What follows belongs to an exercise in optimizing a design on an open flow for small area; a production flow would make more cautious choices. Function was checked by simulation only, so behaviour that the tests miss may differ from the original. No driver is modelled on the clock port, so clock power and skew are understated where the tree is cut down; a real chip needs a root buffer or a tree. No activity file was given, so power comes from the tool's default toggle rates.

JK:
==> flow/design.v (excerpt) <==
module adcSGM58600Ctrler
#(
  parameter STATUS = 8'b0000_0100,
  parameter MUX    = 8'b0001_0000,
  parameter ADCON  = 8'b0000_0001,
  parameter DRATE  = 8'b1111_0000
)(
  output reg  [23 : 0]  adc_dout_24b,
  output reg            adc_dout_24b_valid,
  output wire         adc_cs_n,
  output wire         adc_sclk,
  output reg          adc_din,
  input  wire         adc_dout,
  input  wire         adc_drdy_n,
  output wire         adc_sync_n,
  output wire         adc_rst_n,
  input  wire         clk,
  input  wire         rstn
);
reg adc_drdy_n_r1;
always @(posedge clk)
  adc_drdy_n_r1 <= adc_drdy_n;
wire adc_drdy_n_nedge = ~adc_drdy_n &  adc_drdy_n_r1;
wire adc_drdy_n_pedge =  adc_drdy_n & ~adc_drdy_n_r1;
assign adc_cs_n   = 1'b0;
assign adc_sync_n = 1'b1;
assign adc_rst_n  = rstn;
localparam [1:0] IDLE = 2'd2, WRITE_REG = 2'd0, SEND_CMD = 2'd1, READ = 2'd3;
reg [1:0] state;
wire s_idle = (state == IDLE);
wire s_wreg = (state == WRITE_REG);
wire s_cmd  = (state == SEND_CMD);
wire s_read = (state == READ);
reg [1:0] ph;
assign adc_sclk = ph[1];
  ...
Size in the first run: ~54 flip-flops, ~1700 µm² of cells after synthesis.
Settings: LEC_CHECK=0, ABC_AREA=1, CAP_MARGIN=0, CORE_MARGIN=2, CORE_UTILIZATION=40, PLACE_DENSITY=0.95, SLEW_MARGIN=0; clock period 10.0 ns.
standard.sh (not shown) runs the stock make flow with config.mk's settings and CLKGATE_MAP_FILE= SYNTH_SCRIPT=/design/flow/synth_recipe.tcl, a recipe that flattens the netlist after the stock synthesis.
==> flow/flow/run.sh <==
#!/bin/bash
# Standard ORFS layout with these changes:
#  - synthesis maps logic with an area-oriented ABC script (synth.tcl, area.abc);
#  - port buffers use the smallest buffer, sky130_fd_sc_hd__buf_1;
#  - CTS is a one-level tree: the clock port drives a few buffers (MY_CLK_BUF), each
#    driving a group of nearby registers (cts_pre.tcl, clock_buffers.tcl);
#  - before the post-placement repair, high-fanout nets get a stronger driver
#    in place of buffers (upsize.tcl).
set -euo pipefail
here=$(pwd)
export MY_ABC_SCRIPT=$here/flow/area.abc
export MY_CLK_BUF=${MY_CLK_BUF:-sky130_fd_sc_hd__buf_12}
export MY_CLK_GROUPS=${MY_CLK_GROUPS:-2}
export MY_SLEW_TARGET=${MY_SLEW_TARGET:-1.3}
bash standard.sh \
  SYNTH_SCRIPT=$here/flow/synth.tcl \
  "BUFFER_PORTS_ARGS=-buffer_cell sky130_fd_sc_hd__buf_1" \
  PRE_CTS_TCL=$here/flow/cts_pre.tcl \
  PRE_RESIZE_TCL=$here/flow/upsize.tcl \
  finish > standard.log 2>&1
==> flow/flow/area.abc <==
strash
&get -n
&st
&deepsyn -T 20
&dch -f
&nf -R 1000
&put
topo
==> flow/flow/clock_buffers.tcl <==
# Manual clock buffering: split the clock sinks into K groups (k-means on
# their positions) and drive each group from its own buffer placed at the
# group's centroid; the clock port drives the K buffers directly.
proc manual_clock_buffers { clk_net_name buf_cell k } {
  set block [ord::get_db_block]
  set net [$block findNet $clk_net_name]
  set pts {}
  foreach it [$net getITerms] {
    set b [[$it getInst] getBBox]
    lappend pts [list [expr {([$b xMin] + [$b xMax]) / 2.0}] [expr {([$b yMin] + [$b yMax]) / 2.0}] [$it getInst] [[$it getMTerm] getName]]
  }
  set n [llength $pts]
  # initial centres: sinks spread along x order
  set sorted [lsort -real -index 0 $pts]
  set cent {}
  for {set c 0} {$c < $k} {incr c} {
    set p [lindex $sorted [expr {int(($c + 0.5) * $n / $k)}]]
    lappend cent [list [lindex $p 0] [lindex $p 1]]
  }
  # k-means, with each group holding at most ceil(n / k) sinks: sinks are
  # assigned greedily in order of distance to the group centres.
  set cap [expr {($n + $k - 1) / $k}]
  for {set iter 0} {$iter < 50} {incr iter} {
    set pairs {}
    for {set i 0} {$i < $n} {incr i} {
      set p [lindex $pts $i]
      for {set c 0} {$c < $k} {incr c} {
        lappend pairs [list [expr {abs([lindex $p 0] - [lindex $cent $c 0]) + abs([lindex $p 1] - [lindex $cent $c 1])}] $i $c]
      }
    }
    set pairs [lsort -real -index 0 $pairs]
    set asg [lrepeat $n -1]
    set fill [lrepeat $k 0]
    foreach pr $pairs {
      lassign $pr d i c
      if { [lindex $asg $i] >= 0 || [lindex $fill $c] >= $cap } { continue }
      lset asg $i $c
      lset fill $c [expr {[lindex $fill $c] + 1}]
    }
    set newc {}
    for {set c 0} {$c < $k} {incr c} {
      set sx 0; set sy 0; set m 0
      foreach p $pts a $asg { if {$a == $c} { set sx [expr {$sx + [lindex $p 0]}]; set sy [expr {$sy + [lindex $p 1]}]; incr m } }
      if {$m > 0} { lappend newc [list [expr {$sx / $m}] [expr {$sy / $m}]] } else { lappend newc [lindex $cent $c] }
    }
    set cent $newc
  }
  set dbu [$block getDbUnitsPerMicron]
  for {set c 0} {$c < $k} {incr c} {
    set pins {}
    foreach p $pts a $asg {
      if {$a == $c} { lappend pins [get_pins -of_objects [get_cells [[lindex $p 2] getName]] -filter "name == [lindex $p 3]"] }
    }
    if {[llength $pins] == 0} { continue }
    set x [expr {[lindex $cent $c 0] / $dbu}]
    set y [expr {[lindex $cent $c 1] / $dbu}]
    puts "clock group $c: [llength $pins] sinks, buffer at $x $y"
    insert_buffer -buffer_cell $buf_cell -net $clk_net_name -load_pins $pins -location [list $x $y] \
      -buffer_name clkbuf_leaf_$c -net_name clknet_leaf_$c
  }
}
==> flow/flow/cts_pre.tcl <==
# PRE_CTS hook: replace TritonCTS by a one-level clock tree. The clock port
# drives MY_CLK_GROUPS buffers (MY_CLK_BUF), each driving the registers
# nearest to it (see clock_buffers.tcl).
source [file join [file dirname [info script]] clock_buffers.tcl]
proc clock_tree_synthesis { args } {
  manual_clock_buffers clk $::env(MY_CLK_BUF) $::env(MY_CLK_GROUPS)
  set_propagated_clock [all_clocks]
}
==> flow/flow/upsize.tcl <==
# PRE_RESIZE hook, run after global placement.
# 1. merge_tie_cells: see below.
# 2. upsize_weak_drivers: drive high-fanout nets by upsizing their driver instead of
# splitting them with buffers. Buffers that timing-driven global placement
# added inside the logic are removed first; then each driver whose output
# slew exceeds MY_SLEW_TARGET (ns) is replaced by the next stronger cell of
# the same function (_1 -> _2 -> _4) while that cell exists.
proc upsize_weak_drivers { target } {
  set bufs [get_cells -quiet {place* load_slew* split* rebuffer* wire*}]
  foreach b $bufs {
    # reconnect the buffer's loads to its input net, then delete it
    set inst [[ord::get_db_block] findInst [get_full_name $b]]
    set in_net ""; set out_net ""
    foreach it [$inst getITerms] {
      if { [$it isInputSignal] } { set in_net [$it getNet] }
      if { [$it isOutputSignal] } { set out_net [$it getNet] }
    }
    if { $in_net eq "" || $out_net eq "" || [llength [$out_net getBTerms]] > 0 } { continue }
    puts "upsize_weak_drivers: removing buffer [$inst getName]"
    foreach it [$out_net getITerms] {
      if { [$it getInst] ne $inst } { $it disconnect; $it connect $in_net }
    }
    odb::dbInst_destroy $inst
    odb::dbNet_destroy $out_net
  }
  estimate_parasitics -placement
  foreach net [get_nets *] {
    set drv [get_pins -quiet -of_objects $net -filter "direction == output"]
    if { [llength $drv] != 1 } { continue }
    set inst [get_cells -quiet -of_objects $drv]
    if { [llength $inst] != 1 } { continue }
    set ref [get_property $inst ref_name]
    if { [string match "*df*" $ref] || [string match "*conb*" $ref] } { continue }
    while { [get_property $drv slew_max] > $target } {
      if { ![regexp {^(.*)_(\d+)$} $ref -> base size] } { break }
      set next ""
      foreach s {2 4 8} {
        if { $s > $size && [llength [get_lib_cells -quiet */${base}_$s]] > 0 } { set next ${base}_$s; break }
      }
      if { $next eq "" } { break }
      puts "upsize_weak_drivers: [get_full_name $inst] $ref -> $next (slew [get_property $drv slew_max])"
      replace_cell $inst [lindex [get_lib_cells */$next] 0]
      set ref $next
      estimate_parasitics -placement
    }
  }
}

# One sky130 conb_1 tie cell has both a HI and a LO output: when one tie
# cell drives only HI and another only LO, move the LO net to the first cell
# and delete the second.
proc merge_tie_cells { } {
  set block [ord::get_db_block]
  set hi_only {}; set lo_only {}
  foreach inst [$block getInsts] {
    if { [[$inst getMaster] getName] ne "sky130_fd_sc_hd__conb_1" } { continue }
    set hi [$inst findITerm HI]; set lo [$inst findITerm LO]
    set hn [$hi getNet]; set ln [$lo getNet]
    if { $hn ne "NULL" && $hn ne "" && ($ln eq "NULL" || $ln eq "") } { lappend hi_only $inst }
    if { $ln ne "NULL" && $ln ne "" && ($hn eq "NULL" || $hn eq "") } { lappend lo_only $inst }
  }
  foreach keep $hi_only drop $lo_only {
    if { $keep eq "" || $drop eq "" } { break }
    set net [[$drop findITerm LO] getNet]
    [$drop findITerm LO] disconnect
    [$keep findITerm LO] connect $net
    puts "merge_tie_cells: [$drop getName] LO moved to [$keep getName]"
    odb::dbInst_destroy $drop
  }
}
merge_tie_cells
upsize_weak_drivers $::env(MY_SLEW_TARGET)
Other scripts of this flow, unchanged in this note and not shown: flow/flow/synth.tcl
JK completed; timing, DRC and antenna clean
What MS does differently from JK at the input level:
--- a/flow/flow/area.abc
+++ b/flow/flow/area.abc
@@ -4 +4 @@
-&deepsyn -T 20
+&deepsyn -T 60
## What came out
- From JK to MS the numbers moved as follows: post-cts resize count did not really move; total length of routed wires flat.
- Part of the total power dissipated in combinational logic delta (JK -> MS): insignificant
- Status: sequential share of layout area parity (JK, MS)
- Area occupied by multi-input gates: MS vs JK identical
- Area after synthesis came out exactly the same in JK and MS.
- Post-route cell area of JK is on par with MS.
- Area fraction in and, or, nand and nor cells after synthesis: JK vs MS identical
- Cell count after synthesis: JK vs MS identical
- Post-place setup slack delta (JK -> MS): insignificant
Inputs modified between MS and AL:
- PLACE_DENSITY changed from 0.95 to 0.9
--- a/flow/flow/run.sh
+++ b/flow/flow/run.sh
@@ -5 +5 @@
-#  - CTS is a one-level tree: the clock port drives a few buffers (MY_CLK_BUF), each
+#  - CTS is a one-level tree: the clock port drives a few buffers, each
@@ -12,3 +12,3 @@
-export MY_CLK_BUF=${MY_CLK_BUF:-sky130_fd_sc_hd__buf_12}
-export MY_CLK_GROUPS=${MY_CLK_GROUPS:-2}
-export MY_SLEW_TARGET=${MY_SLEW_TARGET:-1.3}
+export MY_CLK_BUF=${MY_CLK_BUF:-sky130_fd_sc_hd__clkbuf_8}
+export MY_CLK_GROUPS=${MY_CLK_GROUPS:-3}
+export MY_SLEW_TARGET=${MY_SLEW_TARGET:-1.1}
--- a/flow/flow/area.abc
+++ b/flow/flow/area.abc
@@ -4 +4 @@
-&deepsyn -T 60
+&deepsyn -T 20
--- a/flow/flow/clock_buffers.tcl
+++ b/flow/flow/clock_buffers.tcl
@@ -20,3 +19,0 @@
-  # k-means, with each group holding at most ceil(n / k) sinks: sinks are
-  # assigned greedily in order of distance to the group centres.
-  set cap [expr {($n + $k - 1) / $k}]
@@ -24,3 +21,3 @@
-    set pairs {}
-    for {set i 0} {$i < $n} {incr i} {
-      set p [lindex $pts $i]
+    set asg {}
+    foreach p $pts {
+      set best 0; set bd 1e30
@@ -28 +25,2 @@
-        lappend pairs [list [expr {abs([lindex $p 0] - [lindex $cent $c 0]) + abs([lindex $p 1] - [lindex $cent $c 1])}] $i $c]
+        set d [expr {abs([lindex $p 0] - [lindex $cent $c 0]) + abs([lindex $p 1] - [lindex $cent $c 1])}]
+        if {$d < $bd} { set bd $d; set best $c }
@@ -30,9 +28 @@
-    }
-    set pairs [lsort -real -index 0 $pairs]
-    set asg [lrepeat $n -1]
-    set fill [lrepeat $k 0]
-    foreach pr $pairs {
-      lassign $pr d i c
-      if { [lindex $asg $i] >= 0 || [lindex $fill $c] >= $cap } { continue }
-      lset asg $i $c
-      lset fill $c [expr {[lindex $fill $c] + 1}]
+      lappend asg $best
[summary]
- Changes observed in AL relative to MS: cell count picked up an extra 1; pin count of the biggest net entering global routing lost about 7%; power lost about 1.7%; total wire length lost about 1%.
- AL vs. MS: leakage power went up by 0.64%.
In every run of this note, the design's own scripts or RTL, not TritonCTS, make the clock network.

[re-timing with driven ports]
The flow's constraints put no driver on any port. The routed layouts listed below were extracted and timed again, unchanged, in two steps. Step 1 (the two cells are an assumption about what drives the block):
set clk [get_ports {clk}]
set_driving_cell -lib_cell sky130_fd_sc_hd__clkbuf_16 $clk
set_driving_cell -lib_cell sky130_fd_sc_hd__buf_2 [delete_from_list [all_inputs] $clk]
Step 2 also shifts input and output timing later by t, the mid clock arrival at the registers, as if the neighbouring blocks saw the same clock. a / b / c = no drivers / after step 1 / after step 2; a / b = the first two.
| run | t, ns | setup slack, ns | hold WS [ns] | pins driven straight from the clock port |
|---|---|---|---|---|
| JK | 0.181 | 5.689 / 5.669 / 5.657 | 0.453 / 0.453 / 0.453 | 2 |
| MS | 0.181 | 5.689 / 5.669 / 5.657 | 0.453 / 0.453 / 0.453 | 2 |
| AL | 0.203 | 5.691 / 5.670 / 5.634 | 0.446 / 0.446 / 0.446 | 3 |
After both steps every run listed still meets setup and hold. The setup slack of AL, which loses most, moves by -0.021 ns with the drivers and by -0.057 ns with both steps.
